Source: an optimization exercise on an open RTL-to-GDS flow (aim: small area and a short achievable clock period). Production flows keep margins and buffers that such runs may drop.
The RTL was checked by simulation tests, not by an equivalence proof against the original design.

==> flow/design.v, too long to show whole: its modules and the start of the top module <==
// module mulc0: 380 lines
// module mulc1: 346 lines
// module mulc2: 262 lines
// module mulc3: 290 lines
// module pipe: 15 lines
// module fadd: 66 lines
// module sym4_dec_fir_fp32: 111 lines
// module vdelay: 18 lines
module sym4_dec_fir_fp32 #(
    parameter [31:0] DEC_H0 = 32'hbd9b2b0e,  
    parameter [31:0] DEC_H1 = 32'hbcf2c635,  
    parameter [31:0] DEC_H2 = 32'h3efec7e0,  
    parameter [31:0] DEC_H3 = 32'h3f4dc1d3,  
    parameter [31:0] DEC_H4 = 32'h3e9880d1,  
    parameter [31:0] DEC_H5 = 32'hbdcb339e,  
    parameter [31:0] DEC_H6 = 32'hbc4e80df,  
    parameter [31:0] DEC_H7 = 32'h3d03fc5f   
)(
    input         clk,
    input         rstn,
    input         din_valid,
    input  [31:0] din,
    output        dout_valid,
    output [31:0] dout
);
  // ...
==> flow/run.sh <==
#!/bin/bash
# synth_recipe.tcl (not shown) runs the flow's synth.tcl, then flattens the netlist and writes it again
# the make line also repeats each setting of config.mk as NAME=value (left out here)
make -C /OpenROAD-flow-scripts/flow DESIGN_CONFIG=/design/flow/config.mk WORK_HOME=/design/flow/orfs CLKGATE_MAP_FILE= SYNTH_SCRIPT=/design/flow/synth_recipe.tcl finish
==> flow/config.mk <==
export PLATFORM = sky130hd
export DESIGN_NAME = sym4_dec_fir_fp32
export DESIGN_NICKNAME = sym4_dec_fir_fp32
export VERILOG_FILES = /design/flow/design.v
export SDC_FILE = /design/flow/constraint.sdc
export NUM_CORES = 4
export LEC_CHECK = 0
export CAP_MARGIN = 20
export CORE_MARGIN = 2
export CORE_UTILIZATION = 40
export PLACE_DENSITY = 0.55
export SETUP_SLACK_MARGIN = 5
export SLEW_MARGIN = 20
==> flow/constraint.sdc <==
create_clock -name core_clock -period 10.0 [get_ports {clk}]
set_input_delay 2.0000 -clock core_clock [delete_from_list [all_inputs] [get_ports {clk}]]
set_output_delay 2.0000 -clock core_clock [all_outputs]
set_load 0.01 [all_outputs]
==> flow_metrics.env, run 1 <==
export IMPL_critPathBufInv=1
export IMPL_ys_warn_count=10
export IMPL_worst_skew_pair_late_latency_ns=0.93
export IMPL_dieArea_um2=289000
export IMPL_rows=195
export IMPL_cts_buffers=200
export IMPL_preCtsSetupSlack_ns=2.47
export IMPL_nWellTaps=3743
export IMPL_critical_path_top_delay_family="adder cells"
export IMPL_ys_top_cells_by_area="dfxtp_1, ha_1, fa_1"
export IMPL_die_w_um=538
export IMPL_clkTransAtPathRegs_ns=0.06
export IMPL_tns_ns=0
export IMPL_path_cells="nor2b_1 -> nor2_1 -> fa_1 -> inv_1 -> fa_2 -> fa_1 -> ha_4 -> a211o_1 -> or4_4 -> a2111oi_4 -> o31ai_2"
export IMPL_top_register="u_m3.u_p0.g_reg.r"
export IMPL_maxSlewHeadroom=0.202
export IMPL_status="finished clean"
export IMPL_report_final_setup_viol=0
export IMPL_layout_buffer_nonclock_area_share=0.0360
export IMPL_hold_viol_final=0
export IMPL_clock_root_buffer="clkbuf_16"
export IMPL_final_cell_mix="dfxtp_1, inv_1, nand2_1"
export IMPL_wirelength_um=420000
export IMPL_die_h_um=538
export IMPL_grt_pass1_vias=95300
export IMPL_syn_inst=12900
export IMPL_crit_path_top_delay_cell="dfxtp_1"
export IMPL_synth_top_family_by_area="adder cells"
export IMPL_post_dp_hpwl_um=317000
export IMPL_io_buffers=67
export IMPL_hp_start="u_m2.u_p0.g_reg.r[17]"
export IMPL_min_period_ns=5.08
export IMPL_multiInputGateArea_um2=73100
export IMPL_drive_gt1_frac=0.120
export IMPL_finalClockSkew_ns=0.0803
export IMPL_use_met3=0.0374
export IMPL_wl_met1_um=181000
export IMPL_final_net_count=14400
==> module mulc0, before the edit <==
module mulc0 #(parameter R0 = 0, parameter R1 = 1, parameter R2 = 1) (
    input         clk,
    input  [31:0] x,
    input         xh,        
    input         xnan,      
    input         xinf,      
    input         xzero,     
    input  [25:0] m3,
    input         sel,
    output [31:0] y
);
    wire [23:0] m = {xh, x[22:0]};
    wire t1 = (sel ? m[14] : m[15]) ^ (sel ? m3[13] : m[13]);
    wire t2 = (sel ? m[14] : m[15]) & (sel ? m3[13] : m[13]);
    wire t3 = (sel ? m[15] : m[16]) ^ (sel ? m3[14] : m[14]);
    wire t4 = (sel ? m[15] : m[16]) & (sel ? m3[14] : m[14]);
    wire t5 = (sel ? m[16] : m[17]) ^ (sel ? m3[15] : m[15]);
    wire t6 = (sel ? m[16] : m[17]) & (sel ? m3[15] : m[15]);
    wire t7 = (sel ? m[17] : m[18]) ^ (sel ? m3[16] : m[16]) ^ (sel ? m[10] : m3[14]);
    wire t8 = ((sel ? m[17] : m[18]) & (sel ? m3[16] : m[16])) | ((sel ? m[17] : m[18]) & (sel ? m[10] : m3[14])) | ((sel ? m3[16] : m[16]) & (sel ? m[10] : m3[14]));
    wire t9 = (sel ? ~m3[9] : m3[9]) ^ (sel ? m3[6] : m[4]);
    wire t10 = (sel ? ~m3[9] : m3[9]) & (sel ? m3[6] : m[4]);
    wire t11 = (sel ? m[18] : m[19]) ^ (sel ? m3[17] : m[17]) ^ (sel ? m[11] : m3[15]);
    wire t12 = ((sel ? m[18] : m[19]) & (sel ? m3[17] : m[17])) | ((sel ? m[18] : m[19]) & (sel ? m[11] : m3[15])) | ((sel ? m3[17] : m[17]) & (sel ? m[11] : m3[15]));
    wire t13 = (sel ? ~m3[10] : m3[10]) ^ (sel ? m3[7] : m[5]);
    wire t14 = (sel ? ~m3[10] : m3[10]) & (sel ? m3[7] : m[5]);
    wire t15 = (sel ? m[19] : m[20]) ^ (sel ? m3[18] : m[18]) ^ (sel ? m[12] : m3[16]);
    wire t16 = ((sel ? m[19] : m[20]) & (sel ? m3[18] : m[18])) | ((sel ? m[19] : m[20]) & (sel ? m[12] : m3[16])) | ((sel ? m3[18] : m[18]) & (sel ? m[12] : m3[16]));
    wire t17 = (sel ? ~m3[11] : m3[11]) ^ (sel ? m3[8] : m[6]);
    wire t18 = (sel ? ~m3[11] : m3[11]) & (sel ? m3[8] : m[6]);
    wire t19 = (sel ? m[20] : m[21]) ^ (sel ? m3[19] : m[19]) ^ (sel ? m[13] : m3[17]);
    wire t20 = ((sel ? m[20] : m[21]) & (sel ? m3[19] : m[19])) | ((sel ? m[20] : m[21]) & (sel ? m[13] : m3[17])) | ((sel ? m3[19] : m[19]) & (sel ? m[13] : m3[17]));
    wire t21 = (sel ? ~m3[12] : m3[12]) ^ (sel ? m3[9] : m[7]);
    wire t22 = (sel ? ~m3[12] : m3[12]) & (sel ? m3[9] : m[7]);
    wire t23 = (sel ? m[21] : m[22]) ^ (sel ? m3[20] : m[20]) ^ (sel ? m[14] : m3[18]);
    wire t24 = ((sel ? m[21] : m[22]) & (sel ? m3[20] : m[20])) | ((sel ? m[21] : m[22]) & (sel ? m[14] : m3[18])) | ((sel ? m3[20] : m[20]) & (sel ? m[14] : m3[18]));
    wire t25 = (sel ? ~m3[13] : m3[13]) ^ (sel ? m3[10] : m[8]);
    wire t26 = (sel ? ~m3[13] : m3[13]) & (sel ? m3[10] : m[8]);
    wire t27 = (sel ? m[22] : m[23]) ^ (sel ? m3[21] : m[21]) ^ (sel ? m[15] : m3[19]);
    wire t28 = ((sel ? m[22] : m[23]) & (sel ? m3[21] : m[21])) | ((sel ? m[22] : m[23]) & (sel ? m[15] : m3[19])) | ((sel ? m3[21] : m[21]) & (sel ? m[15] : m3[19]));
    wire t29 = (sel ? ~m3[14] : m3[14]) ^ (sel ? m3[11] : m[9]) ^ (sel ? m3[7] : ~m3[8]);
    wire t30 = ((sel ? ~m3[14] : m3[14]) & (sel ? m3[11] : m[9])) | ((sel ? ~m3[14] : m3[14]) & (sel ? m3[7] : ~m3[8])) | ((sel ? m3[11] : m[9]) & (sel ? m3[7] : ~m3[8]));
    wire t31 = (sel & m[23]) ^ (sel ? m3[22] : m[22]) ^ (sel ? m[16] : m3[20]);
    wire t32 = ((sel & m[23]) & (sel ? m3[22] : m[22])) | ((sel & m[23]) & (sel ? m[16] : m3[20])) | ((sel ? m3[22] : m[22]) & (sel ? m[16] : m3[20]));
    wire t33 = (sel ? ~m3[15] : m3[15]) ^ (sel ? m3[12] : m[10]) ^ (sel ? m3[8] : ~m3[9]);
    wire t34 = ((sel ? ~m3[15] : m3[15]) & (sel ? m3[12] : m[10])) | ((sel ? ~m3[15] : m3[15]) & (sel ? m3[8] : ~m3[9])) | ((sel ? m3[12] : m[10]) & (sel ? m3[8] : ~m3[9]));
    wire t35 = (sel ? m3[23] : m[23]) ^ (sel ? m[17] : m3[21]) ^ (sel ? ~m3[16] : m3[16]);
    wire t36 = ((sel ? m3[23] : m[23]) & (sel ? m[17] : m3[21])) | ((sel ? m3[23] : m[23]) & (sel ? ~m3[16] : m3[16])) | ((sel ? m[17] : m3[21]) & (sel ? ~m3[16] : m3[16]));
    wire t37 = (sel ? m3[13] : m[11]) ^ (sel ? m3[9] : ~m3[10]);
    wire t38 = (sel ? m3[13] : m[11]) & (sel ? m3[9] : ~m3[10]);
    wire t39 = (sel & m3[24]) ^ (sel ? m[18] : m3[22]) ^ (sel ? ~m3[17] : m3[17]);
    wire t40 = ((sel & m3[24]) & (sel ? m[18] : m3[22])) | ((sel & m3[24]) & (sel ? ~m3[17] : m3[17])) | ((sel ? m[18] : m3[22]) & (sel ? ~m3[17] : m3[17]));
    wire t41 = (sel ? m3[14] : m[12]) ^ (sel ? m3[10] : ~m3[11]);
    wire t42 = (sel ? m3[14] : m[12]) & (sel ? m3[10] : ~m3[11]);
    wire t43 = (sel & m3[25]) ^ (sel ? m[19] : m3[23]) ^ (sel ? ~m3[18] : m3[18]);
    wire t44 = ((sel & m3[25]) & (sel ? m[19] : m3[23])) | ((sel & m3[25]) & (sel ? ~m3[18] : m3[18])) | ((sel ? m[19] : m3[23]) & (sel ? ~m3[18] : m3[18]));
    wire t45 = (sel ? m3[15] : m[13]) ^ (sel ? m3[11] : ~m3[12]);
    wire t46 = (sel ? m3[15] : m[13]) & (sel ? m3[11] : ~m3[12]);
    wire t47 = (sel ? m[20] : m3[24]) ^ (sel ? ~m3[19] : m3[19]) ^ (sel ? m3[16] : m[14]);
    wire t48 = ((sel ? m[20] : m3[24]) & (sel ? ~m3[19] : m3[19])) | ((sel ? m[20] : m3[24]) & (sel ? m3[16] : m[14])) | ((sel ? ~m3[19] : m3[19]) & (sel ? m3[16] : m[14]));
    wire t49 = (sel ? m[21] : m3[25]) ^ (sel ? ~m3[20] : m3[20]);
    wire t50 = (sel ? m[21] : m3[25]) & (sel ? ~m3[20] : m3[20]);
    wire t51 = (sel & m[22]) ^ (sel ? ~m3[21] : m3[21]);
    wire t52 = (sel & m[22]) & (sel ? ~m3[21] : m3[21]);
    wire t53 = (sel & m[23]) ^ (sel ? ~m3[22] : m3[22]);
    wire t54 = (sel & m[23]) & (sel ? ~m3[22] : m3[22]);
    wire t55 = (sel ? m[8] : m[9]) ^ (sel ? m3[7] : m[7]);
    wire t56 = (sel ? m[8] : m[9]) & (sel ? m3[7] : m[7]);
    wire t57 = (sel ? m[9] : m[10]) ^ (sel ? m3[8] : m[8]);
    wire t58 = (sel ? m[9] : m[10]) & (sel ? m3[8] : m[8]);
    wire t59 = (sel ? m[10] : m[11]) ^ (sel ? m3[9] : m[9]);
    wire t60 = (sel ? m[10] : m[11]) & (sel ? m3[9] : m[9]);
    wire t61 = (sel ? m[11] : m[12]) ^ (sel ? m3[10] : m[10]) ^ (sel ? m[4] : m3[8]);
    wire t62 = ((sel ? m[11] : m[12]) & (sel ? m3[10] : m[10])) | ((sel ? m[11] : m[12]) & (sel ? m[4] : m3[8])) | ((sel ? m3[10] : m[10]) & (sel ? m[4] : m3[8]));
    wire t63 = (sel ? m[12] : m[13]) ^ (sel ? m3[11] : m[11]) ^ (sel ? m[5] : m3[9]);
    wire t64 = ((sel ? m[12] : m[13]) & (sel ? m3[11] : m[11])) | ((sel ? m[12] : m[13]) & (sel ? m[5] : m3[9])) | ((sel ? m3[11] : m[11]) & (sel ? m[5] : m3[9]));
    wire t65 = (sel ? m[13] : m[14]) ^ (sel ? m3[12] : m[12]) ^ (sel ? m[6] : m3[10]);
    wire t66 = ((sel ? m[13] : m[14]) & (sel ? m3[12] : m[12])) | ((sel ? m[13] : m[14]) & (sel ? m[6] : m3[10])) | ((sel ? m3[12] : m[12]) & (sel ? m[6] : m3[10]));
    wire t67 = t1 ^ (sel ? m[7] : m3[11]) ^ (sel ? ~m3[6] : m3[6]);
    wire t68 = (t1 & (sel ? m[7] : m3[11])) | (t1 & (sel ? ~m3[6] : m3[6])) | ((sel ? m[7] : m3[11]) & (sel ? ~m3[6] : m3[6]));
    wire t69 = (sel ? m3[3] : m[1]) ^ (~sel & ~m3[0]);
    wire t70 = (sel ? m3[3] : m[1]) & (~sel & ~m3[0]);
    wire t71 = t2 ^ t3 ^ (sel ? m[8] : m3[12]);
    wire t72 = (t2 & t3) | (t2 & (sel ? m[8] : m3[12])) | (t3 & (sel ? m[8] : m3[12]));
    wire t73 = (sel ? ~m3[7] : m3[7]) ^ (sel ? m3[4] : m[2]) ^ (sel ? m3[0] : ~m3[1]);
    wire t74 = ((sel ? ~m3[7] : m3[7]) & (sel ? m3[4] : m[2])) | ((sel ? ~m3[7] : m3[7]) & (sel ? m3[0] : ~m3[1])) | ((sel ? m3[4] : m[2]) & (sel ? m3[0] : ~m3[1]));
    wire t75 = t4 ^ t5 ^ (sel ? m[9] : m3[13]);
    wire t76 = (t4 & t5) | (t4 & (sel ? m[9] : m3[13])) | (t5 & (sel ? m[9] : m3[13]));
    wire t77 = (sel ? ~m3[8] : m3[8]) ^ (sel ? m3[5] : m[3]) ^ (sel ? m3[1] : ~m3[2]);
    wire t78 = ((sel ? ~m3[8] : m3[8]) & (sel ? m3[5] : m[3])) | ((sel ? ~m3[8] : m3[8]) & (sel ? m3[1] : ~m3[2])) | ((sel ? m3[5] : m[3]) & (sel ? m3[1] : ~m3[2]));
    wire t79 = t6 ^ t7 ^ t9;
    wire t80 = (t6 & t7) | (t6 & t9) | (t7 & t9);
    wire t81 = (sel ? m3[2] : ~m3[3]) ^ (~sel & ~m3[0]) ^ ~sel;
    wire t82 = ((sel ? m3[2] : ~m3[3]) & (~sel & ~m3[0])) | ((sel ? m3[2] : ~m3[3]) & ~sel) | ((~sel & ~m3[0]) & ~sel);
    wire t83 = t8 ^ t10 ^ t11;
    wire t84 = (t8 & t10) | (t8 & t11) | (t10 & t11);
    wire t85 = t13 ^ (sel ? m3[3] : ~m3[4]) ^ (sel ? m3[0] : ~m3[1]);
    wire t86 = (t13 & (sel ? m3[3] : ~m3[4])) | (t13 & (sel ? m3[0] : ~m3[1])) | ((sel ? m3[3] : ~m3[4]) & (sel ? m3[0] : ~m3[1]));
    wire t87 = t12 ^ t14 ^ t15;
    wire t88 = (t12 & t14) | (t12 & t15) | (t14 & t15);
    wire t89 = t17 ^ (sel ? m3[4] : ~m3[5]) ^ (sel ? m3[1] : ~m3[2]);
    wire t90 = (t17 & (sel ? m3[4] : ~m3[5])) | (t17 & (sel ? m3[1] : ~m3[2])) | ((sel ? m3[4] : ~m3[5]) & (sel ? m3[1] : ~m3[2]));
    wire t91 = t16 ^ t18 ^ t19;
    wire t92 = (t16 & t18) | (t16 & t19) | (t18 & t19);
    wire t93 = t21 ^ (sel ? m3[5] : ~m3[6]) ^ (sel ? m3[2] : ~m3[3]);
    wire t94 = (t21 & (sel ? m3[5] : ~m3[6])) | (t21 & (sel ? m3[2] : ~m3[3])) | ((sel ? m3[5] : ~m3[6]) & (sel ? m3[2] : ~m3[3]));
    wire t95 = t20 ^ t22 ^ t23;
    wire t96 = (t20 & t22) | (t20 & t23) | (t22 & t23);
    wire t97 = t25 ^ (sel ? m3[6] : ~m3[7]) ^ (sel ? m3[3] : ~m3[4]);
    wire t98 = (t25 & (sel ? m3[6] : ~m3[7])) | (t25 & (sel ? m3[3] : ~m3[4])) | ((sel ? m3[6] : ~m3[7]) & (sel ? m3[3] : ~m3[4]));
    wire t99 = t24 ^ t26 ^ t27;
    wire t100 = (t24 & t26) | (t24 & t27) | (t26 & t27);
    wire t101 = t29 ^ (sel ? m3[4] : ~m3[5]) ^ (sel & m[0]);
    wire t102 = (t29 & (sel ? m3[4] : ~m3[5])) | (t29 & (sel & m[0])) | ((sel ? m3[4] : ~m3[5]) & (sel & m[0]));
    wire t103 = t28 ^ t30 ^ t31;
    wire t104 = (t28 & t30) | (t28 & t31) | (t30 & t31);
    wire t105 = t33 ^ (sel ? m3[5] : ~m3[6]) ^ (sel ? m[1] : m[0]);
    wire t106 = (t33 & (sel ? m3[5] : ~m3[6])) | (t33 & (sel ? m[1] : m[0])) | ((sel ? m3[5] : ~m3[6]) & (sel ? m[1] : m[0]));
    wire t107 = t32 ^ t34 ^ t35;
    wire t108 = (t32 & t34) | (t32 & t35) | (t34 & t35);
    wire t109 = t37 ^ (sel ? m3[6] : ~m3[7]) ^ (sel ? m[2] : m[1]);
    wire t110 = (t37 & (sel ? m3[6] : ~m3[7])) | (t37 & (sel ? m[2] : m[1])) | ((sel ? m3[6] : ~m3[7]) & (sel ? m[2] : m[1]));
    wire t111 = t36 ^ t38 ^ t39;
    wire t112 = (t36 & t38) | (t36 & t39) | (t38 & t39);
    wire t113 = t41 ^ (sel ? m3[7] : ~m3[8]) ^ (sel ? m[3] : m[2]);
    wire t114 = (t41 & (sel ? m3[7] : ~m3[8])) | (t41 & (sel ? m[3] : m[2])) | ((sel ? m3[7] : ~m3[8]) & (sel ? m[3] : m[2]));
    wire t115 = t40 ^ t42 ^ t43;
    wire t116 = (t40 & t42) | (t40 & t43) | (t42 & t43);
    wire t117 = t45 ^ (sel ? m3[8] : ~m3[9]) ^ (sel ? m[4] : m[3]);
    wire t118 = (t45 & (sel ? m3[8] : ~m3[9])) | (t45 & (sel ? m[4] : m[3])) | ((sel ? m3[8] : ~m3[9]) & (sel ? m[4] : m[3]));
    wire t119 = t44 ^ t46 ^ t47;
    wire t120 = (t44 & t46) | (t44 & t47) | (t46 & t47);
    wire t121 = (sel ? m3[12] : ~m3[13]) ^ (sel ? m3[9] : ~m3[10]) ^ (sel ? m[5] : m[4]);
    wire t122 = ((sel ? m3[12] : ~m3[13]) & (sel ? m3[9] : ~m3[10])) | ((sel ? m3[12] : ~m3[13]) & (sel ? m[5] : m[4])) | ((sel ? m3[9] : ~m3[10]) & (sel ? m[5] : m[4]));
    wire t123 = t48 ^ t49 ^ (sel ? m3[17] : m[15]);
    wire t124 = (t48 & t49) | (t48 & (sel ? m3[17] : m[15])) | (t49 & (sel ? m3[17] : m[15]));
    wire t125 = (sel ? m3[13] : ~m3[14]) ^ (sel ? m3[10] : ~m3[11]) ^ (sel ? m[6] : m[5]);
    wire t126 = ((sel ? m3[13] : ~m3[14]) & (sel ? m3[10] : ~m3[11])) | ((sel ? m3[13] : ~m3[14]) & (sel ? m[6] : m[5])) | ((sel ? m3[10] : ~m3[11]) & (sel ? m[6] : m[5]));
    wire t127 = t50 ^ t51 ^ (sel ? m3[18] : m[16]);
    wire t128 = (t50 & t51) | (t50 & (sel ? m3[18] : m[16])) | (t51 & (sel ? m3[18] : m[16]));
    wire t129 = (sel ? m3[14] : ~m3[15]) ^ (sel ? m3[11] : ~m3[12]) ^ (sel ? m[7] : m[6]);
    wire t130 = ((sel ? m3[14] : ~m3[15]) & (sel ? m3[11] : ~m3[12])) | ((sel ? m3[14] : ~m3[15]) & (sel ? m[7] : m[6])) | ((sel ? m3[11] : ~m3[12]) & (sel ? m[7] : m[6]));
    wire t131 = t52 ^ t53 ^ (sel ? m3[19] : m[17]);
    wire t132 = (t52 & t53) | (t52 & (sel ? m3[19] : m[17])) | (t53 & (sel ? m3[19] : m[17]));
    wire t133 = (sel ? m3[15] : ~m3[16]) ^ (sel ? m3[12] : ~m3[13]) ^ (sel ? m[8] : m[7]);
    wire t134 = ((sel ? m3[15] : ~m3[16]) & (sel ? m3[12] : ~m3[13])) | ((sel ? m3[15] : ~m3[16]) & (sel ? m[8] : m[7])) | ((sel ? m3[12] : ~m3[13]) & (sel ? m[8] : m[7]));
    wire t135 = t54 ^ (sel ? ~m3[23] : m3[23]) ^ (sel ? m3[20] : m[18]);
    wire t136 = (t54 & (sel ? ~m3[23] : m3[23])) | (t54 & (sel ? m3[20] : m[18])) | ((sel ? ~m3[23] : m3[23]) & (sel ? m3[20] : m[18]));
    wire t137 = (sel ? m3[16] : ~m3[17]) ^ (sel ? m3[13] : ~m3[14]) ^ (sel ? m[9] : m[8]);
    wire t138 = ((sel ? m3[16] : ~m3[17]) & (sel ? m3[13] : ~m3[14])) | ((sel ? m3[16] : ~m3[17]) & (sel ? m[9] : m[8])) | ((sel ? m3[13] : ~m3[14]) & (sel ? m[9] : m[8]));
    wire t139 = (sel ? ~m3[24] : m3[24]) ^ (sel ? m3[21] : m[19]) ^ (sel ? m3[17] : ~m3[18]);
    wire t140 = ((sel ? ~m3[24] : m3[24]) & (sel ? m3[21] : m[19])) | ((sel ? ~m3[24] : m3[24]) & (sel ? m3[17] : ~m3[18])) | ((sel ? m3[21] : m[19]) & (sel ? m3[17] : ~m3[18]));
    wire t141 = (sel ? m3[14] : ~m3[15]) ^ (sel ? m[10] : m[9]);
    wire t142 = (sel ? m3[14] : ~m3[15]) & (sel ? m[10] : m[9]);
    wire t143 = (sel ? ~m3[25] : m3[25]) ^ (sel ? m3[22] : m[20]) ^ (sel ? m3[18] : ~m3[19]);
    wire t144 = ((sel ? ~m3[25] : m3[25]) & (sel ? m3[22] : m[20])) | ((sel ? ~m3[25] : m3[25]) & (sel ? m3[18] : ~m3[19])) | ((sel ? m3[22] : m[20]) & (sel ? m3[18] : ~m3[19]));
    wire t145 = (sel ? m3[15] : ~m3[16]) ^ (sel ? m[11] : m[10]);
    wire t146 = (sel ? m3[15] : ~m3[16]) & (sel ? m[11] : m[10]);
    wire t147 = (sel ? m3[23] : m[21]) ^ (sel ? m3[19] : ~m3[20]) ^ (sel ? m3[16] : ~m3[17]);
    wire t148 = ((sel ? m3[23] : m[21]) & (sel ? m3[19] : ~m3[20])) | ((sel ? m3[23] : m[21]) & (sel ? m3[16] : ~m3[17])) | ((sel ? m3[19] : ~m3[20]) & (sel ? m3[16] : ~m3[17]));
    wire t149 = (sel ? m[12] : m[11]) ^ sel;
    wire t150 = (sel ? m[12] : m[11]) & sel;
    wire t151 = (sel ? m3[24] : m[22]) ^ (sel ? m3[20] : ~m3[21]) ^ (sel ? m3[17] : ~m3[18]);
    wire t152 = ((sel ? m3[24] : m[22]) & (sel ? m3[20] : ~m3[21])) | ((sel ? m3[24] : m[22]) & (sel ? m3[17] : ~m3[18])) | ((sel ? m3[20] : ~m3[21]) & (sel ? m3[17] : ~m3[18]));
    wire t153 = (sel ? m[13] : m[12]) ^ sel;
    wire t154 = (sel ? m[13] : m[12]) & sel;
    wire t155 = (sel ? m3[25] : m[23]) ^ (sel ? m3[21] : ~m3[22]) ^ (sel ? m3[18] : ~m3[19]);
    wire t156 = ((sel ? m3[25] : m[23]) & (sel ? m3[21] : ~m3[22])) | ((sel ? m3[25] : m[23]) & (sel ? m3[18] : ~m3[19])) | ((sel ? m3[21] : ~m3[22]) & (sel ? m3[18] : ~m3[19]));
    wire t157 = (sel ? m[14] : m[13]) ^ sel;
    wire t158 = (sel ? m[14] : m[13]) & sel;
    wire t159 = (sel ? m3[22] : ~m3[23]) ^ (sel ? m3[19] : ~m3[20]) ^ (sel ? m[15] : m[14]);
    wire t160 = ((sel ? m3[22] : ~m3[23]) & (sel ? m3[19] : ~m3[20])) | ((sel ? m3[22] : ~m3[23]) & (sel ? m[15] : m[14])) | ((sel ? m3[19] : ~m3[20]) & (sel ? m[15] : m[14]));
    wire t161 = (sel ? m3[23] : ~m3[24]) ^ (sel ? m3[20] : ~m3[21]);
    wire t162 = (sel ? m3[23] : ~m3[24]) & (sel ? m3[20] : ~m3[21]);
    wire t163 = (sel ? m3[24] : ~m3[25]) ^ (sel ? m3[21] : ~m3[22]);
    wire t164 = (sel ? m3[24] : ~m3[25]) & (sel ? m3[21] : ~m3[22]);
    wire t165 = (sel & m3[25]) ^ (sel ? m3[22] : ~m3[23]);
    wire t166 = (sel & m3[25]) & (sel ? m3[22] : ~m3[23]);
    wire t167 = t55 ^ (sel ? m[1] : m3[5]);
    wire t168 = t55 & (sel ? m[1] : m3[5]);
    wire t169 = t56 ^ t57 ^ (sel ? m[2] : m3[6]);
    wire t170 = (t56 & t57) | (t56 & (sel ? m[2] : m3[6])) | (t57 & (sel ? m[2] : m3[6]));
    wire t171 = t58 ^ t59 ^ (sel ? m[3] : m3[7]);
    wire t172 = (t58 & t59) | (t58 & (sel ? m[3] : m3[7])) | (t59 & (sel ? m[3] : m3[7]));
    wire t173 = t60 ^ t61 ^ (sel ? ~m3[3] : m3[3]);
    wire t174 = (t60 & t61) | (t60 & (sel ? ~m3[3] : m3[3])) | (t61 & (sel ? ~m3[3] : m3[3]));
    wire t175 = t62 ^ t63 ^ (sel ? ~m3[4] : m3[4]);
    wire t176 = (t62 & t63) | (t62 & (sel ? ~m3[4] : m3[4])) | (t63 & (sel ? ~m3[4] : m3[4]));
    wire t177 = t64 ^ t65 ^ (sel ? ~m3[5] : m3[5]);
    wire t178 = (t64 & t65) | (t64 & (sel ? ~m3[5] : m3[5])) | (t65 & (sel ? ~m3[5] : m3[5]));
    wire t179 = t66 ^ t67 ^ t69;
    wire t180 = (t66 & t67) | (t66 & t69) | (t67 & t69);
    wire t181 = t68 ^ t70 ^ t71;
    wire t182 = (t68 & t70) | (t68 & t71) | (t70 & t71);
    wire t183 = t72 ^ t74 ^ t75;
    wire t184 = (t72 & t74) | (t72 & t75) | (t74 & t75);
    wire t185 = t76 ^ t78 ^ t79;
    wire t186 = (t76 & t78) | (t76 & t79) | (t78 & t79);
    wire t187 = t80 ^ t82 ^ t83;
    wire t188 = (t80 & t82) | (t80 & t83) | (t82 & t83);
    wire t189 = t84 ^ t86 ^ t87;
    wire t190 = (t84 & t86) | (t84 & t87) | (t86 & t87);
    wire t191 = t88 ^ t90 ^ t91;
    wire t192 = (t88 & t90) | (t88 & t91) | (t90 & t91);
    wire t193 = t92 ^ t94 ^ t95;
    wire t194 = (t92 & t94) | (t92 & t95) | (t94 & t95);
    wire t195 = t96 ^ t98 ^ t99;
    wire t196 = (t96 & t98) | (t96 & t99) | (t98 & t99);
    wire t197 = t100 ^ t102 ^ t103;
    wire t198 = (t100 & t102) | (t100 & t103) | (t102 & t103);
    wire t199 = t104 ^ t106 ^ t107;
    wire t200 = (t104 & t106) | (t104 & t107) | (t106 & t107);
    wire t201 = t108 ^ t110 ^ t111;
    wire t202 = (t108 & t110) | (t108 & t111) | (t110 & t111);
    wire t203 = t112 ^ t114 ^ t115;
    wire t204 = (t112 & t114) | (t112 & t115) | (t114 & t115);
    wire t205 = t116 ^ t118 ^ t119;
    wire t206 = (t116 & t118) | (t116 & t119) | (t118 & t119);
    wire t207 = t120 ^ t122 ^ t123;
    wire t208 = (t120 & t122) | (t120 & t123) | (t122 & t123);
    wire t209 = t124 ^ t126 ^ t127;
    wire t210 = (t124 & t126) | (t124 & t127) | (t126 & t127);
    wire t211 = t128 ^ t130 ^ t131;
    wire t212 = (t128 & t130) | (t128 & t131) | (t130 & t131);
    wire t213 = t132 ^ t134 ^ t135;
    wire t214 = (t132 & t134) | (t132 & t135) | (t134 & t135);
    wire t215 = t136 ^ t138 ^ t139;
    wire t216 = (t136 & t138) | (t136 & t139) | (t138 & t139);
    wire t217 = t140 ^ t142 ^ t143;
    wire t218 = (t140 & t142) | (t140 & t143) | (t142 & t143);
    wire t219 = t144 ^ t146 ^ t147;
    wire t220 = (t144 & t146) | (t144 & t147) | (t146 & t147);
    wire t221 = t148 ^ t150 ^ t151;
    wire t222 = (t148 & t150) | (t148 & t151) | (t150 & t151);
    wire t223 = t152 ^ t154 ^ t155;
    wire t224 = (t152 & t154) | (t152 & t155) | (t154 & t155);
    wire t225 = t156 ^ t158 ^ t159;
    wire t226 = (t156 & t158) | (t156 & t159) | (t158 & t159);
    wire t227 = t160 ^ t161 ^ (sel ? m[16] : m[15]);
    wire t228 = (t160 & t161) | (t160 & (sel ? m[16] : m[15])) | (t161 & (sel ? m[16] : m[15]));
    wire t229 = t162 ^ t163 ^ (sel ? m[17] : m[16]);
    wire t230 = (t162 & t163) | (t162 & (sel ? m[17] : m[16])) | (t163 & (sel ? m[17] : m[16]));
    wire t231 = t164 ^ t165 ^ (sel ? m[18] : m[17]);
    wire t232 = (t164 & t165) | (t164 & (sel ? m[18] : m[17])) | (t165 & (sel ? m[18] : m[17]));
    wire t233 = t166 ^ (sel ? m3[23] : ~m3[24]) ^ (sel ? m[19] : m[18]);
    wire t234 = (t166 & (sel ? m3[23] : ~m3[24])) | (t166 & (sel ? m[19] : m[18])) | ((sel ? m3[23] : ~m3[24]) & (sel ? m[19] : m[18]));
    wire t235 = (sel ? m3[24] : ~m3[25]) ^ (sel ? m[20] : m[19]);
    wire t236 = (sel ? m3[24] : ~m3[25]) & (sel ? m[20] : m[19]);
    wire t237 = (sel & m3[25]) ^ (sel ? m[21] : m[20]);
    wire t238 = (sel & m3[25]) & (sel ? m[21] : m[20]);
    wire t239 = (sel ? m[3] : m[4]) ^ (sel ? m3[2] : m[2]);
    wire t240 = (sel ? m[3] : m[4]) & (sel ? m3[2] : m[2]);
    wire t241 = (sel ? m[4] : m[5]) ^ (sel ? m3[3] : m[3]) ^ (~sel & m3[1]);
    wire t242 = ((sel ? m[4] : m[5]) & (sel ? m3[3] : m[3])) | ((sel ? m[4] : m[5]) & (~sel & m3[1])) | ((sel ? m3[3] : m[3]) & (~sel & m3[1]));
    wire t243 = (sel ? m[5] : m[6]) ^ (sel ? m3[4] : m[4]) ^ (~sel & m3[2]);
    wire t244 = ((sel ? m[5] : m[6]) & (sel ? m3[4] : m[4])) | ((sel ? m[5] : m[6]) & (~sel & m3[2])) | ((sel ? m3[4] : m[4]) & (~sel & m3[2]));
    wire t245 = (sel ? m[6] : m[7]) ^ (sel ? m3[5] : m[5]) ^ (~sel & m3[3]);
    wire t246 = ((sel ? m[6] : m[7]) & (sel ? m3[5] : m[5])) | ((sel ? m[6] : m[7]) & (~sel & m3[3])) | ((sel ? m3[5] : m[5]) & (~sel & m3[3]));
    wire t247 = (sel ? m[7] : m[8]) ^ (sel ? m3[6] : m[6]) ^ (sel ? m[0] : m3[4]);
    wire t248 = ((sel ? m[7] : m[8]) & (sel ? m3[6] : m[6])) | ((sel ? m[7] : m[8]) & (sel ? m[0] : m3[4])) | ((sel ? m3[6] : m[6]) & (sel ? m[0] : m3[4]));
    wire t249 = t167 ^ (sel ? ~m3[0] : m3[0]) ^ sel;
    wire t250 = (t167 & (sel ? ~m3[0] : m3[0])) | (t167 & sel) | ((sel ? ~m3[0] : m3[0]) & sel);
    wire t251 = t168 ^ t169 ^ (sel ? ~m3[1] : m3[1]);
    wire t252 = (t168 & t169) | (t168 & (sel ? ~m3[1] : m3[1])) | (t169 & (sel ? ~m3[1] : m3[1]));
    wire t253 = t170 ^ t171 ^ (sel ? ~m3[2] : m3[2]);
    wire t254 = (t170 & t171) | (t170 & (sel ? ~m3[2] : m3[2])) | (t171 & (sel ? ~m3[2] : m3[2]));
    wire t255 = t172 ^ t173 ^ (sel & m3[0]);
    wire t256 = (t172 & t173) | (t172 & (sel & m3[0])) | (t173 & (sel & m3[0]));
    wire t257 = t174 ^ t175 ^ (sel & m3[1]);
    wire t258 = (t174 & t175) | (t174 & (sel & m3[1])) | (t175 & (sel & m3[1]));
    wire t259 = t176 ^ t177 ^ (sel ? m3[2] : m[0]);
    wire t260 = (t176 & t177) | (t176 & (sel ? m3[2] : m[0])) | (t177 & (sel ? m3[2] : m[0]));
    wire t261 = t178 ^ t179 ^ ~sel;
    wire t262 = (t178 & t179) | (t178 & ~sel) | (t179 & ~sel);
    wire t263 = t180 ^ t181 ^ t73;
    wire t264 = (t180 & t181) | (t180 & t73) | (t181 & t73);
    wire t265 = t182 ^ t183 ^ t77;
    wire t266 = (t182 & t183) | (t182 & t77) | (t183 & t77);
    wire t267 = t184 ^ t185 ^ t81;
    wire t268 = (t184 & t185) | (t184 & t81) | (t185 & t81);
    wire t269 = t186 ^ t187 ^ t85;
    wire t270 = (t186 & t187) | (t186 & t85) | (t187 & t85);
    wire t271 = t188 ^ t189 ^ t89;
    wire t272 = (t188 & t189) | (t188 & t89) | (t189 & t89);
    wire t273 = t190 ^ t191 ^ t93;
    wire t274 = (t190 & t191) | (t190 & t93) | (t191 & t93);
    wire t275 = t192 ^ t193 ^ t97;
    wire t276 = (t192 & t193) | (t192 & t97) | (t193 & t97);
    wire t277 = t194 ^ t195 ^ t101;
    wire t278 = (t194 & t195) | (t194 & t101) | (t195 & t101);
    wire t279 = t196 ^ t197 ^ t105;
    wire t280 = (t196 & t197) | (t196 & t105) | (t197 & t105);
    wire t281 = t198 ^ t199 ^ t109;
    wire t282 = (t198 & t199) | (t198 & t109) | (t199 & t109);
    wire t283 = t200 ^ t201 ^ t113;
    wire t284 = (t200 & t201) | (t200 & t113) | (t201 & t113);
    wire t285 = t202 ^ t203 ^ t117;
    wire t286 = (t202 & t203) | (t202 & t117) | (t203 & t117);
    wire t287 = t204 ^ t205 ^ t121;
    wire t288 = (t204 & t205) | (t204 & t121) | (t205 & t121);
    wire t289 = t206 ^ t207 ^ t125;
    wire t290 = (t206 & t207) | (t206 & t125) | (t207 & t125);
    wire t291 = t208 ^ t209 ^ t129;
    wire t292 = (t208 & t209) | (t208 & t129) | (t209 & t129);
    wire t293 = t210 ^ t211 ^ t133;
    wire t294 = (t210 & t211) | (t210 & t133) | (t211 & t133);
    wire t295 = t212 ^ t213 ^ t137;
    wire t296 = (t212 & t213) | (t212 & t137) | (t213 & t137);
    wire t297 = t214 ^ t215 ^ t141;
    wire t298 = (t214 & t215) | (t214 & t141) | (t215 & t141);
    wire t299 = t216 ^ t217 ^ t145;
    wire t300 = (t216 & t217) | (t216 & t145) | (t217 & t145);
    wire t301 = t218 ^ t219 ^ t149;
    wire t302 = (t218 & t219) | (t218 & t149) | (t219 & t149);
    wire t303 = t220 ^ t221 ^ t153;
    wire t304 = (t220 & t221) | (t220 & t153) | (t221 & t153);
    wire t305 = t222 ^ t223 ^ t157;
    wire t306 = (t222 & t223) | (t222 & t157) | (t223 & t157);
    wire t307 = t224 ^ t225 ^ sel;
    wire t308 = (t224 & t225) | (t224 & sel) | (t225 & sel);
    wire t309 = t226 ^ t227 ^ sel;
    wire t310 = (t226 & t227) | (t226 & sel) | (t227 & sel);
    wire t311 = t228 ^ t229 ^ sel;
    wire t312 = (t228 & t229) | (t228 & sel) | (t229 & sel);
    wire t313 = t230 ^ t231 ^ 1'b1;
    wire t314 = (t230 & t231) | (t230 & 1'b1) | (t231 & 1'b1);
    wire t315 = t232 ^ t233 ^ 1'b1;
    wire t316 = (t232 & t233) | (t232 & 1'b1) | (t233 & 1'b1);
    wire t317 = t234 ^ t235 ^ 1'b1;
    wire t318 = (t234 & t235) | (t234 & 1'b1) | (t235 & 1'b1);
    wire t319 = t236 ^ t237 ^ sel;
    wire t320 = (t236 & t237) | (t236 & sel) | (t237 & sel);
    wire t321 = t238 ^ (sel ? m[22] : m[21]) ^ 1'b1;
    wire t322 = (t238 & (sel ? m[22] : m[21])) | (t238 & 1'b1) | ((sel ? m[22] : m[21]) & 1'b1);
    wire t323 = (sel ? m[23] : m[22]) ^ 1'b1;
    wire t324 = (sel ? m[23] : m[22]) & 1'b1;
    wire t325 = (~sel & m[23]) ^ 1'b1;
    wire t326 = (~sel & m[23]) & 1'b1;
    wire [47:0] px = {t324, t322, t320, t318, t316, t314, t312, t310, t308, t306, t304, t302, t300, t298, t296, t294, t292, t290, t288, t286, t284, t282, t280, t278, t276, t274, t272, t270, t268, t266, t264, t262, t260, t258, t256, t254, t252, t250, t248, t246, t244, t242, t240, t239, (sel ? m[2] : m[3]), (sel ? m[1] : m[2]), (sel ? m[0] : m[1]), (~sel & m[0])};
    wire [47:0] py = {t325, t323, t321, t319, t317, t315, t313, t311, t309, t307, t305, t303, t301, t299, t297, t295, t293, t291, t289, t287, t285, t283, t281, t279, t277, t275, t273, t271, t269, t267, t265, t263, t261, t259, t257, t255, t253, t251, t249, t247, t245, t243, t241, (~sel & m3[0]), (sel ? m3[1] : m[1]), (sel ? m3[0] : m[0]), 1'b0, 1'b0};
    wire st47 = sel ? (|m[21:0]) : (|m[22:0]);
    wire st46 = sel ? (|m[20:0]) : (|m[21:0]);
    wire [9:0] eh = sel ? 10'd1020 : 10'd1018;    
    wire sgn = x[31] ^ (sel ? 1'b1 : 1'b1);
    wire nan  = xnan;
    wire inf  = xinf;
    wire zero = xzero;
    wire [9:0] es  = {2'b0, x[30:23]} + eh;
    wire [9:0] es1 = es + 10'd1;
    wire [9:0] es2 = es + 10'd2;
    wire [5:0] rng = {(~es2[9] & (es2[8:0] >= 9'd255)), (es2[9] | (es2 == 10'd0)),
                      (~es1[9] & (es1[8:0] >= 9'd255)), (es1[9] | (es1 == 10'd0)),
                      (~es[9]  & (es[8:0]  >= 9'd255)), (es[9]  | (es  == 10'd0))};
    localparam FW = 6 + 8 + 6;
    wire [FW-1:0] fl = {st47, st46, sgn, nan, inf, zero, es[7:0], rng};
    wire [22:0] lo = {1'b0, px[21:0]} + {1'b0, py[21:0]};
    wire [25:0] px0, py0; wire c0; wire [FW-1:0] fl0;
    pipe #(.W(53+FW), .EN(R0)) u_p0(clk, {px[47:22], py[47:22], lo[22], fl}, {px0, py0, c0, fl0});
    wire [26:0] ps = {px0, c0} + {py0, c0};
    wire [25:0] p1; wire [FW-1:0] fl1;
    pipe #(.W(26+FW), .EN(R1)) u_p1(clk, {ps[26:1], fl0}, {p1, fl1});
    wire s47_1 = fl1[19], s46_1 = fl1[18], sgn1 = fl1[17], nan1 = fl1[16], inf1 = fl1[15], zero1 = fl1[14];
    wire [7:0] e8 = fl1[13:6];
    wire [5:0] rg = fl1[5:0];
    wire        hi  = p1[25];
    wire [23:0] mn3 = hi ? p1[25:2] : p1[24:1];
    wire        rnd = hi ? (p1[1] & s47_1) : (p1[0] & s46_1);
    wire [24:0] mr  = {1'b0, mn3} + rnd;
    wire [1:0]  inc = {1'b0, hi} + {1'b0, mr[24]};
    wire [7:0]  ef  = e8 + {6'h0, inc};
    wire        ovf = inc[1] ? rg[5] : inc[0] ? rg[3] : rg[1];
    wire        unf = inc[1] ? rg[4] : inc[0] ? rg[2] : rg[0];
    wire [31:0] res = nan1 ? 32'h7fc00000 :
                      inf1 ? {sgn1, 8'hff, 23'h0} :
                      zero1 ? {sgn1, 31'h0} :
                      ovf ? {sgn1, 8'hff, 23'h0} :
                      unf ? {sgn1, 31'h0} :
                      {sgn1, ef, mr[22:0]};
    pipe #(.W(32), .EN(R2)) u_p2(clk, res, y);
endmodule
==> run 2: changes to the inputs <==
--- a/flow/design.v
+++ b/flow/design.v
@@ -3,7 +3,6 @@
     input  [31:0] x,
     input         xh,        
-    input         xnan,      
-    input         xinf,      
-    input         xzero,     
+    input  [8:0]  md,        
+    input  [4:0]  lt,        
     input  [25:0] m3,
     input         sel,
@@ -341,10 +340,10 @@
     wire st47 = sel ? (|m[21:0]) : (|m[22:0]);
     wire st46 = sel ? (|m[20:0]) : (|m[21:0]);
-    wire [9:0] eh = sel ? 10'd1020 : 10'd1018;    
-    wire sgn = x[31] ^ (sel ? 1'b1 : 1'b1);
-    wire nan  = xnan;
-    wire inf  = xinf;
-    wire zero = xzero;
-    wire [9:0] es  = {2'b0, x[30:23]} + eh;
+    wire [22:0] lo = {1'b0, px[21:0]} + {1'b0, py[21:0]};
+    wire [25:0] px0, py0; wire c0, s47_0, s46_0;
+    pipe #(.W(55), .EN(R0)) u_p0(clk, {px[47:22], py[47:22], lo[22], st47, st46}, {px0, py0, c0, s47_0, s46_0});
+    wire [26:0] ps = {px0, c0} + {py0, c0};
+    wire [9:0] eh = md[0] ? 10'd1020 : 10'd1018;    
+    wire [9:0] es  = {2'b0, md[8:1]} + eh;
     wire [9:0] es1 = es + 10'd1;
     wire [9:0] es2 = es + 10'd2;
@@ -352,15 +351,8 @@
                       (~es1[9] & (es1[8:0] >= 9'd255)), (es1[9] | (es1 == 10'd0)),
                       (~es[9]  & (es[8:0]  >= 9'd255)), (es[9]  | (es  == 10'd0))};
-    localparam FW = 6 + 8 + 6;
-    wire [FW-1:0] fl = {st47, st46, sgn, nan, inf, zero, es[7:0], rng};
-    wire [22:0] lo = {1'b0, px[21:0]} + {1'b0, py[21:0]};
-    wire [25:0] px0, py0; wire c0; wire [FW-1:0] fl0;
-    pipe #(.W(53+FW), .EN(R0)) u_p0(clk, {px[47:22], py[47:22], lo[22], fl}, {px0, py0, c0, fl0});
-    wire [26:0] ps = {px0, c0} + {py0, c0};
-    wire [25:0] p1; wire [FW-1:0] fl1;
-    pipe #(.W(26+FW), .EN(R1)) u_p1(clk, {ps[26:1], fl0}, {p1, fl1});
-    wire s47_1 = fl1[19], s46_1 = fl1[18], sgn1 = fl1[17], nan1 = fl1[16], inf1 = fl1[15], zero1 = fl1[14];
-    wire [7:0] e8 = fl1[13:6];
-    wire [5:0] rg = fl1[5:0];
+    wire [25:0] p1; wire s47_1, s46_1; wire [7:0] e8; wire [5:0] rg;
+    pipe #(.W(26+2+8+6), .EN(R1)) u_p1(clk, {ps[26:1], s47_0, s46_0, es[7:0], rng}, {p1, s47_1, s46_1, e8, rg});
+    wire sgn1 = lt[4] ^ (lt[0] ? 1'b1 : 1'b1);
+    wire nan1 = lt[3], inf1 = lt[2], zero1 = lt[1];
     wire        hi  = p1[25];
     wire [23:0] mn3 = hi ? p1[25:2] : p1[24:1];
@@ -383,7 +375,6 @@
     input  [31:0] x,
     input         xh,        
-    input         xnan,      
-    input         xinf,      
-    input         xzero,     
+    input  [8:0]  md,        
+    input  [4:0]  lt,        
     input  [25:0] m3,
     input         sel,
@@ -687,10 +678,10 @@
     wire st47 = sel ? (|m[17:0]) : (|m[22:0]);
     wire st46 = sel ? (|m[16:0]) : (|m[21:0]);
-    wire [9:0] eh = sel ? 10'd1022 : 10'd1023;    
-    wire sgn = x[31] ^ (sel ? 1'b0 : 1'b0);
-    wire nan  = xnan;
-    wire inf  = xinf;
-    wire zero = xzero;
-    wire [9:0] es  = {2'b0, x[30:23]} + eh;
+    wire [22:0] lo = {1'b0, px[21:0]} + {1'b0, py[21:0]};
+    wire [25:0] px0, py0; wire c0, s47_0, s46_0;
+    pipe #(.W(55), .EN(R0)) u_p0(clk, {px[47:22], py[47:22], lo[22], st47, st46}, {px0, py0, c0, s47_0, s46_0});
+    wire [26:0] ps = {px0, c0} + {py0, c0};
+    wire [9:0] eh = md[0] ? 10'd1022 : 10'd1023;    
+    wire [9:0] es  = {2'b0, md[8:1]} + eh;
     wire [9:0] es1 = es + 10'd1;
     wire [9:0] es2 = es + 10'd2;
@@ -698,15 +689,8 @@
                       (~es1[9] & (es1[8:0] >= 9'd255)), (es1[9] | (es1 == 10'd0)),
                       (~es[9]  & (es[8:0]  >= 9'd255)), (es[9]  | (es  == 10'd0))};
-    localparam FW = 6 + 8 + 6;
-    wire [FW-1:0] fl = {st47, st46, sgn, nan, inf, zero, es[7:0], rng};
-    wire [22:0] lo = {1'b0, px[21:0]} + {1'b0, py[21:0]};
-    wire [25:0] px0, py0; wire c0; wire [FW-1:0] fl0;
-    pipe #(.W(53+FW), .EN(R0)) u_p0(clk, {px[47:22], py[47:22], lo[22], fl}, {px0, py0, c0, fl0});
-    wire [26:0] ps = {px0, c0} + {py0, c0};
-    wire [25:0] p1; wire [FW-1:0] fl1;
-    pipe #(.W(26+FW), .EN(R1)) u_p1(clk, {ps[26:1], fl0}, {p1, fl1});
-    wire s47_1 = fl1[19], s46_1 = fl1[18], sgn1 = fl1[17], nan1 = fl1[16], inf1 = fl1[15], zero1 = fl1[14];
-    wire [7:0] e8 = fl1[13:6];
-    wire [5:0] rg = fl1[5:0];
+    wire [25:0] p1; wire s47_1, s46_1; wire [7:0] e8; wire [5:0] rg;
+    pipe #(.W(26+2+8+6), .EN(R1)) u_p1(clk, {ps[26:1], s47_0, s46_0, es[7:0], rng}, {p1, s47_1, s46_1, e8, rg});
+    wire sgn1 = lt[4] ^ (lt[0] ? 1'b0 : 1'b0);
+    wire nan1 = lt[3], inf1 = lt[2], zero1 = lt[1];
     wire        hi  = p1[25];
     wire [23:0] mn3 = hi ? p1[25:2] : p1[24:1];
@@ -729,7 +713,6 @@
     input  [31:0] x,
     input         xh,        
-    input         xnan,      
-    input         xinf,      
-    input         xzero,     
+    input  [8:0]  md,        
+    input  [4:0]  lt,        
     input  [25:0] m3,
     input         sel,
@@ -949,10 +932,10 @@
     wire st47 = sel ? (|m[22:0]) : (|m[21:0]);
     wire st46 = sel ? (|m[21:0]) : (|m[20:0]);
-    wire [9:0] eh = sel ? 10'd1022 : 10'd1020;    
-    wire sgn = x[31] ^ (sel ? 1'b0 : 1'b1);
-    wire nan  = xnan;
-    wire inf  = xinf;
-    wire zero = xzero;
-    wire [9:0] es  = {2'b0, x[30:23]} + eh;
+    wire [22:0] lo = {1'b0, px[21:0]} + {1'b0, py[21:0]};
+    wire [25:0] px0, py0; wire c0, s47_0, s46_0;
+    pipe #(.W(55), .EN(R0)) u_p0(clk, {px[47:22], py[47:22], lo[22], st47, st46}, {px0, py0, c0, s47_0, s46_0});
+    wire [26:0] ps = {px0, c0} + {py0, c0};
+    wire [9:0] eh = md[0] ? 10'd1022 : 10'd1020;    
+    wire [9:0] es  = {2'b0, md[8:1]} + eh;
     wire [9:0] es1 = es + 10'd1;
     wire [9:0] es2 = es + 10'd2;
@@ -960,15 +943,8 @@
                       (~es1[9] & (es1[8:0] >= 9'd255)), (es1[9] | (es1 == 10'd0)),
                       (~es[9]  & (es[8:0]  >= 9'd255)), (es[9]  | (es  == 10'd0))};
-    localparam FW = 6 + 8 + 6;
-    wire [FW-1:0] fl = {st47, st46, sgn, nan, inf, zero, es[7:0], rng};
-    wire [22:0] lo = {1'b0, px[21:0]} + {1'b0, py[21:0]};
-    wire [25:0] px0, py0; wire c0; wire [FW-1:0] fl0;
-    pipe #(.W(53+FW), .EN(R0)) u_p0(clk, {px[47:22], py[47:22], lo[22], fl}, {px0, py0, c0, fl0});
-    wire [26:0] ps = {px0, c0} + {py0, c0};
-    wire [25:0] p1; wire [FW-1:0] fl1;
-    pipe #(.W(26+FW), .EN(R1)) u_p1(clk, {ps[26:1], fl0}, {p1, fl1});
-    wire s47_1 = fl1[19], s46_1 = fl1[18], sgn1 = fl1[17], nan1 = fl1[16], inf1 = fl1[15], zero1 = fl1[14];
-    wire [7:0] e8 = fl1[13:6];
-    wire [5:0] rg = fl1[5:0];
+    wire [25:0] p1; wire s47_1, s46_1; wire [7:0] e8; wire [5:0] rg;
+    pipe #(.W(26+2+8+6), .EN(R1)) u_p1(clk, {ps[26:1], s47_0, s46_0, es[7:0], rng}, {p1, s47_1, s46_1, e8, rg});
+    wire sgn1 = lt[4] ^ (lt[0] ? 1'b0 : 1'b1);
+    wire nan1 = lt[3], inf1 = lt[2], zero1 = lt[1];
     wire        hi  = p1[25];
     wire [23:0] mn3 = hi ? p1[25:2] : p1[24:1];
@@ -991,7 +967,6 @@
     input  [31:0] x,
     input         xh,        
-    input         xnan,      
-    input         xinf,      
-    input         xzero,     
+    input  [8:0]  md,        
+    input  [4:0]  lt,        
     input  [25:0] m3,
     input         sel,
@@ -1239,10 +1214,10 @@
     wire st47 = sel ? (|m[22:0]) : (|m[22:0]);
     wire st46 = sel ? (|m[21:0]) : (|m[21:0]);
-    wire [9:0] eh = sel ? 10'd1017 : 10'd1019;    
-    wire sgn = x[31] ^ (sel ? 1'b1 : 1'b0);
-    wire nan  = xnan;
-    wire inf  = xinf;
-    wire zero = xzero;
-    wire [9:0] es  = {2'b0, x[30:23]} + eh;
+    wire [22:0] lo = {1'b0, px[21:0]} + {1'b0, py[21:0]};
+    wire [25:0] px0, py0; wire c0, s47_0, s46_0;
+    pipe #(.W(55), .EN(R0)) u_p0(clk, {px[47:22], py[47:22], lo[22], st47, st46}, {px0, py0, c0, s47_0, s46_0});
+    wire [26:0] ps = {px0, c0} + {py0, c0};
+    wire [9:0] eh = md[0] ? 10'd1017 : 10'd1019;    
+    wire [9:0] es  = {2'b0, md[8:1]} + eh;
     wire [9:0] es1 = es + 10'd1;
     wire [9:0] es2 = es + 10'd2;
@@ -1250,15 +1225,8 @@
                       (~es1[9] & (es1[8:0] >= 9'd255)), (es1[9] | (es1 == 10'd0)),
                       (~es[9]  & (es[8:0]  >= 9'd255)), (es[9]  | (es  == 10'd0))};
-    localparam FW = 6 + 8 + 6;
-    wire [FW-1:0] fl = {st47, st46, sgn, nan, inf, zero, es[7:0], rng};
-    wire [22:0] lo = {1'b0, px[21:0]} + {1'b0, py[21:0]};
-    wire [25:0] px0, py0; wire c0; wire [FW-1:0] fl0;
-    pipe #(.W(53+FW), .EN(R0)) u_p0(clk, {px[47:22], py[47:22], lo[22], fl}, {px0, py0, c0, fl0});
-    wire [26:0] ps = {px0, c0} + {py0, c0};
-    wire [25:0] p1; wire [FW-1:0] fl1;
-    pipe #(.W(26+FW), .EN(R1)) u_p1(clk, {ps[26:1], fl0}, {p1, fl1});
-    wire s47_1 = fl1[19], s46_1 = fl1[18], sgn1 = fl1[17], nan1 = fl1[16], inf1 = fl1[15], zero1 = fl1[14];
-    wire [7:0] e8 = fl1[13:6];
-    wire [5:0] rg = fl1[5:0];
+    wire [25:0] p1; wire s47_1, s46_1; wire [7:0] e8; wire [5:0] rg;
+    pipe #(.W(26+2+8+6), .EN(R1)) u_p1(clk, {ps[26:1], s47_0, s46_0, es[7:0], rng}, {p1, s47_1, s46_1, e8, rg});
+    wire sgn1 = lt[4] ^ (lt[0] ? 1'b1 : 1'b0);
+    wire nan1 = lt[3], inf1 = lt[2], zero1 = lt[1];
     wire        hi  = p1[25];
     wire [23:0] mn3 = hi ? p1[25:2] : p1[24:1];
@@ -1307,12 +1275,4 @@
     wire [23:0] mb   = {(eb != 8'h0), big[22:0]};
     wire [23:0] ms   = {(sml[30:23] != 8'h0), sml[22:0]};
-    wire [25:0] t    = {ms, 2'b00} >> sh;
-    reg st;
-    integer j;
-    always @* begin
-        st = 1'b0;
-        for (j = 0; j < 24; j = j + 1)
-            if (ms[j] && sh >= j + 3 && sh <= j + 24) st = 1'b1;
-    end
     wire        sub  = a[31] ^ b[31];
     wire nan_a = (&a[30:23]) & (|a[22:0]);
@@ -1324,9 +1284,17 @@
     wire infr  = inf_a | inf_b;
     wire sgn   = zz ? (a[31] | b[31]) : big[31];
-    wire [25:0] tt   = sub ? ~t : t;
-    wire        ci   = sub & ~st;
-    wire [23:0] mb1; wire [25:0] tt1; wire ci1, sub1, sgn1, nan1, inf1, zz1; wire [7:0] eb1;
-    pipe #(.W(24+26+6+8), .EN(R1)) u_p1(clk, {mb, tt, ci, sub, sgn, nanr, infr, zz, eb},
-                                        {mb1, tt1, ci1, sub1, sgn1, nan1, inf1, zz1, eb1});
+    wire [23:0] mb1, ms1; wire [7:0] sh1; wire sub1, sgn1, nan1, inf1, zz1; wire [7:0] eb1;
+    pipe #(.W(24+24+8+5+8), .EN(R1)) u_p1(clk, {mb, ms, sh, sub, sgn, nanr, infr, zz, eb},
+                                          {mb1, ms1, sh1, sub1, sgn1, nan1, inf1, zz1, eb1});
+    wire [25:0] t    = {ms1, 2'b00} >> sh1;
+    reg st;
+    integer j;
+    always @* begin
+        st = 1'b0;
+        for (j = 0; j < 24; j = j + 1)
+            if (ms1[j] && sh1 >= j + 3 && sh1 <= j + 24) st = 1'b1;
+    end
+    wire [25:0] tt1  = sub1 ? ~t : t;
+    wire        ci1  = sub1 & ~st;
     wire [27:0] rs = {1'b0, mb1, 2'b00, ci1} + {1'b0, {1'b0, tt1} | {sub1, 26'h0}, ci1};
     wire [26:0] r  = rs[27:1];
@@ -1410,9 +1378,14 @@
     par0 <= phase;
 end
+wire [8:0] md;
+pipe #(.W(9), .EN(M0)) u_md(clk, {x0[30:23], par0}, md);
+wire [4:0] lt1, lt;
+pipe #(.W(5), .EN(M0)) u_lt1(clk, {x0[31], xnan0, xinf0, xzero0, par0}, lt1);
+pipe #(.W(5), .EN(M1)) u_lt(clk, lt1, lt);
 wire [31:0] q0, q1, q2, q3;
-mulc0 #(.R0(M0), .R1(M1), .R2(M2)) u_m0(clk, x0, xh0, xnan0, xinf0, xzero0, m30, sel0[0], q0);
-mulc1 #(.R0(M0), .R1(M1), .R2(M2)) u_m1(clk, x0, xh0, xnan0, xinf0, xzero0, m30, sel0[1], q1);
-mulc2 #(.R0(M0), .R1(M1), .R2(M2)) u_m2(clk, x0, xh0, xnan0, xinf0, xzero0, m30, sel0[2], q2);
-mulc3 #(.R0(M0), .R1(M1), .R2(M2)) u_m3(clk, x0, xh0, xnan0, xinf0, xzero0, m30, sel0[3], q3);
+mulc0 #(.R0(M0), .R1(M1), .R2(M2)) u_m0(clk, x0, xh0, md, lt, m30, sel0[0], q0);
+mulc1 #(.R0(M0), .R1(M1), .R2(M2)) u_m1(clk, x0, xh0, md, lt, m30, sel0[1], q1);
+mulc2 #(.R0(M0), .R1(M1), .R2(M2)) u_m2(clk, x0, xh0, md, lt, m30, sel0[2], q2);
+mulc3 #(.R0(M0), .R1(M1), .R2(M2)) u_m3(clk, x0, xh0, md, lt, m30, sel0[3], q3);
 wire vm, pm;
 vdelay #(.N(LM)) u_vm(clk, rstn, v0 & par0, vm);       
==> flow/flow/run.sh (new file) <==
#!/bin/bash
set -euo pipefail
bash standard.sh SETUP_SLACK_MARGIN=6 finish > flow_make.log 2>&1
==> flow/standard.sh (new file) <==
#!/bin/bash
# synth_recipe.tcl (not shown) runs the flow's synth.tcl, then flattens the netlist and writes it again
# the make line also repeats each setting of config.mk as NAME=value (left out here)
make -C /OpenROAD-flow-scripts/flow DESIGN_CONFIG=/design/flow/config.mk WORK_HOME=/design/flow/orfs CLKGATE_MAP_FILE= SYNTH_SCRIPT=/design/flow/synth_recipe.tcl "${@:-finish}"
--- a/flow/config.mk
+++ b/flow/config.mk
@@ -8,6 +8,7 @@
 export CAP_MARGIN = 20
 export CORE_MARGIN = 2
-export CORE_UTILIZATION = 40
-export PLACE_DENSITY = 0.55
-export SETUP_SLACK_MARGIN = 5
+export CORE_UTILIZATION = 55
+export CTS_CLUSTER_DIAMETER = 100
+export CTS_CLUSTER_SIZE = 20
+export PLACE_DENSITY = 0.7
 export SLEW_MARGIN = 20
removed: flow/run.sh
==> run 2 against run 1 <==
Effect of this change:
- still clean
- wire length is 3.5% lower
- clock-buffer cell count is 103 lower
- first-iteration DRC count is 23% higher
- area after synthesis is 0.46% higher
- fmax is 8.4% higher
- register-to-register slack better by 0.39 ns
- critical path depth is 10 higher
- worst hold slack better by 0.063 ns
- critical endpoint is now u_a3.u_p2.g_reg.r[39]
==> flow_metrics.env, run 2 <==
export IMPL_core_um2=207000
export IMPL_io_pin_count=68
export IMPL_max_freq_mhz=213
export IMPL_dr_total_vias=101000
export IMPL_period_share=0.469
export IMPL_io_buffers=67
export IMPL_worst_r2r_setup_slack_ns=5.31
export IMPL_grt_pass1_vias=98500
export IMPL_routed_wl_met2_um=184000
export IMPL_drtIter0Drc=10400
export IMPL_drv_slew=0
export IMPL_whs_path_depth=0
export IMPL_h_tree_depth=3
export IMPL_synthAdderAreaFrac=0.171
export IMPL_met3_length_um=34700
export IMPL_tns_ns=0
export IMPL_avgSynthCellArea_um2=8.86
export IMPL_wirelength_um=405000
export IMPL_cts_buffer_depth=3
export IMPL_maxSlewHeadroom=0.270
export IMPL_cts_buffers=101
export IMPL_critical_path_arrival_ns=5.37
export IMPL_cts_sinks=1714
export IMPL_syn_inst=12900
export IMPL_dr_pass1_iters=7
export IMPL_synth_common_cells="dfxtp_1, inv_1, nand2_1"
export IMPL_routedWlPerCell_um=24.9
export IMPL_die_h_um=460
export IMPL_yosys_area_top_type_share=0.241
export IMPL_synth_seq_area_share=0.320
export IMPL_cts_hold_buf=0
export IMPL_cts_tree="done"
export IMPL_startpoint_type="flop"
export IMPL_final_core_utilization=0.656
export IMPL_initial_core_util=0.553
export IMPL_critical_path_top_delay_family="compound AO/OA/AOI/OAI gates"
export IMPL_track_usage=0.367
export IMPL_path_cells="buf_12 -> mux4_2 -> mux4_2 -> a32oi_2 -> nor2_1 -> xor2_1 -> ha_1 -> a21o_1 -> a21o_1 -> a21o_1 -> a21o_1 -> a21oi_2 -> a211oi_2 -> buf_4 -> a31oi_4 -> a21oi_4 -> a211oi_2 -> nor2_2 -> a31oi_2 -> nand3_1 -> o311ai_1"
export IMPL_antenna_found_initial=22
export IMPL_syn_cell_area_um2=114000
export IMPL_r2r_cells=21
export IMPL_report_final_setup_viol=0
export IMPL_ys_ff_latch=1714
export IMPL_clkTransAtPathRegs_ns=0.10
export IMPL_synth_edff_count=128
export IMPL_status="finished clean"
export IMPL_ys_warn_count=12
export IMPL_drive_gt1_frac=0.200
export IMPL_final_common_cell="dfxtp_1"
export IMPL_die_w_um=460
export IMPL_min_period_ns=4.69
export IMPL_dieArea_um2=212000
export IMPL_cpPeakStageDelay_ns=0.52
export IMPL_tightest_slew_ns=1.09
export IMPL_synth_top_family_by_area="adder cells"
export IMPL_finalClockSkew_ns=0.0385
export IMPL_yosysMostFrequentCell="dfxtp_1"
export IMPL_r2r_end="u_a3.u_p2.g_reg.r[39]"
export IMPL_rsz0062_at_grt="true"
export IMPL_syn_to_final_growth_pct=18.7
export IMPL_end_kind="flop"
export IMPL_crit_type="reg -> reg"
export IMPL_ant_nets=0
export IMPL_drv_cap=0
export IMPL_grt_max_degree=99
export IMPL_post_dp_hpwl_um=289000
export IMPL_gp_congestion=1.06
export IMPL_critical_path_max_fanout=6
export IMPL_hp_class="reg -> reg"
export IMPL_wl_met1_um=162000
export IMPL_synth_simple_gate_area_share=0.154
export IMPL_crit_path_top_delay_cell="mux4_2"
export IMPL_worst_skew_pair_late_latency_ns=0.80
export IMPL_final_net_count=14800
export IMPL_grt_pass1_wl_um=601000
export IMPL_ys_types=135
export IMPL_final_cell_mix="dfxtp_1, inv_1, nand2_1"
export IMPL_hold_viol_final=0
export IMPL_hp_start="u_c0.u_p1.g_reg.r[10]"
export IMPL_yosys_area_top_type="dfxtp_1"
export IMPL_ys_top_cells_by_area="dfxtp_1, ha_1, fa_1"
export IMPL_worst_path_most_repeated_cell="a21o_1"
export IMPL_synthArstFlopShare=0.122
export IMPL_rows=167
export IMPL_synth_compound_area_frac=0.157
export IMPL_min_to="u_c0.u_p2.g_reg.r[11]"
export IMPL_required_ns=10.69
export IMPL_r2r_start="u_a3.u_p1.g_reg.r[13]"
export IMPL_drcViolationCount=0
export IMPL_critPathBufInv=2
export IMPL_synthFlopType="dfxtp_1"
export IMPL_syn_nets=14300
export IMPL_grt_overflow=0
export IMPL_synth_area_mux_share=0.0836
export IMPL_routed_via_density=6.21
export IMPL_clock_root_buffer="clkbuf_16"
export IMPL_top_layer="met5"
export IMPL_synthXorXnorAreaFrac=0.0525
-- run 2: cell count changes after synthesis, moves of 41 or more --
cell / delta
a21oi_1: -133
mux2_2: +79
mux4_2: +50
mux2i_1: -180
nor3_1: -67
o21ai_0: +103
a21o_1: +92
nor2_1: +41
-- run 2: area by class of cell --
cell class,instances,area (µm²)
flip-flops and latches,1714,36800
well taps,2788,3490
repair inverters,10,73.8
inverters,1206,4820
diodes,15,37.5
multi-input cells,9453,77700
fillers,16800,71100
repair buffers,929,9990
clock buffers,154,2830
clock inverters,17,198
-- run 2: kinds of logic (layout without fill, tap and decap cells) --
logic type                 Yosys count  after routing
xor gates and xnor gates           686            686
DFF                               1714           1714
muxes                              814            814
and+or+nand+nor                   3781           3804
other                                0             15
AOI/OAI and AO/OA                 2830           2837
adders and majority gates         1312           1312
buffers and inverters             1782           2316
-- run 2: worst max-delay path by stage --
| stage | startpoint | endpoint | slack, ns | depth (start not counted) |
|---|---|---|---|---|
| floorplan | u_a1.u_p1.g_reg.r[13] | u_a1.u_p2.g_reg.r[39] | 5.37 | 25 |
| global placement | u_a2.u_p2.g_reg.r[34] | p2h[8] | 3.74 | 18 |
| detailed placement | u_a2.u_p2.g_reg.r[34] | p2h[9] | 3.62 | 18 |
| CTS | u_a1.u_p1.g_reg.r[13] | u_a1.u_p2.g_reg.r[39] | 5.36 | 18 |
| global route | u_a3.u_p1.g_reg.r[13] | u_a3.u_p2.g_reg.r[39] | 5.11 | 21 |
| finish | u_a3.u_p1.g_reg.r[13] | u_a3.u_p2.g_reg.r[39] | 5.31 | 21 |
-- run 2: through the flow --
stage / instance area (µm²) / cells / hold WS, ns / setup slack (ns)
final: 136000 / 16300 / 0.325 / 5.31
after global routing: 136000 / 16300 / 0.333 / 5.11
after CTS: 131000 / 16000 / 0.322 / 5.36
after detailed placement: 119000 / 15300 / 0.312 / 3.62
after global placement: 119000 / 15300 / 0.310 / 3.74
after floorplan: 118000 / 12900 / 0.310 / 5.37
-- run 2: per-layer routing --
metal  vias to the layer above  GRT usage
met1                     49000      0.474
li1                      45900          -
met2                      5037      0.591
met5                         -          0
met3                      1219     0.0683
met4                        18      0.177
-- run 2: repair_timing --
item	4_1_cts	5_1_grt
gates cloned	92	16
setup endpoints to repair	761	497
resized for setup	962	588
pin swaps	398	426
setup buffers	459	227

## re-timing with driven ports
How much do the figures lean on ideal ports? The routed layouts below were timed once more, with nothing changed but the port constraints.
Step 1: set_driving_cell puts a clkbuf_16 on clk and a buf_2 on each other input, an assumption about the parent block.
Step 2 moves the port delays by t, midway between the first and last clock arrival at a register: inputs arrive t later, outputs are due t later. That takes back most of the time a late clock gives input paths.
a / b / c = no drivers / after step 1 / after step 2; a / b = the first two.
run | shift t [ns] | slack for setup (ns) | worst setup path at the end | worst data-port slew with drivers (ns) | cell pins on the clock port's net
run 1 | 0.991 | 4.920 / 4.920 / 4.216 | input to register | 0.09 | 1
run 2 | 0.875 | 5.314 / 5.314 / 5.025 | input to register | 0.20 | 1
After both steps every run listed still meets setup and hold. The setup slack of run 1, which loses most, moves by 0.000 ns with the drivers and by -0.704 ns with both steps.
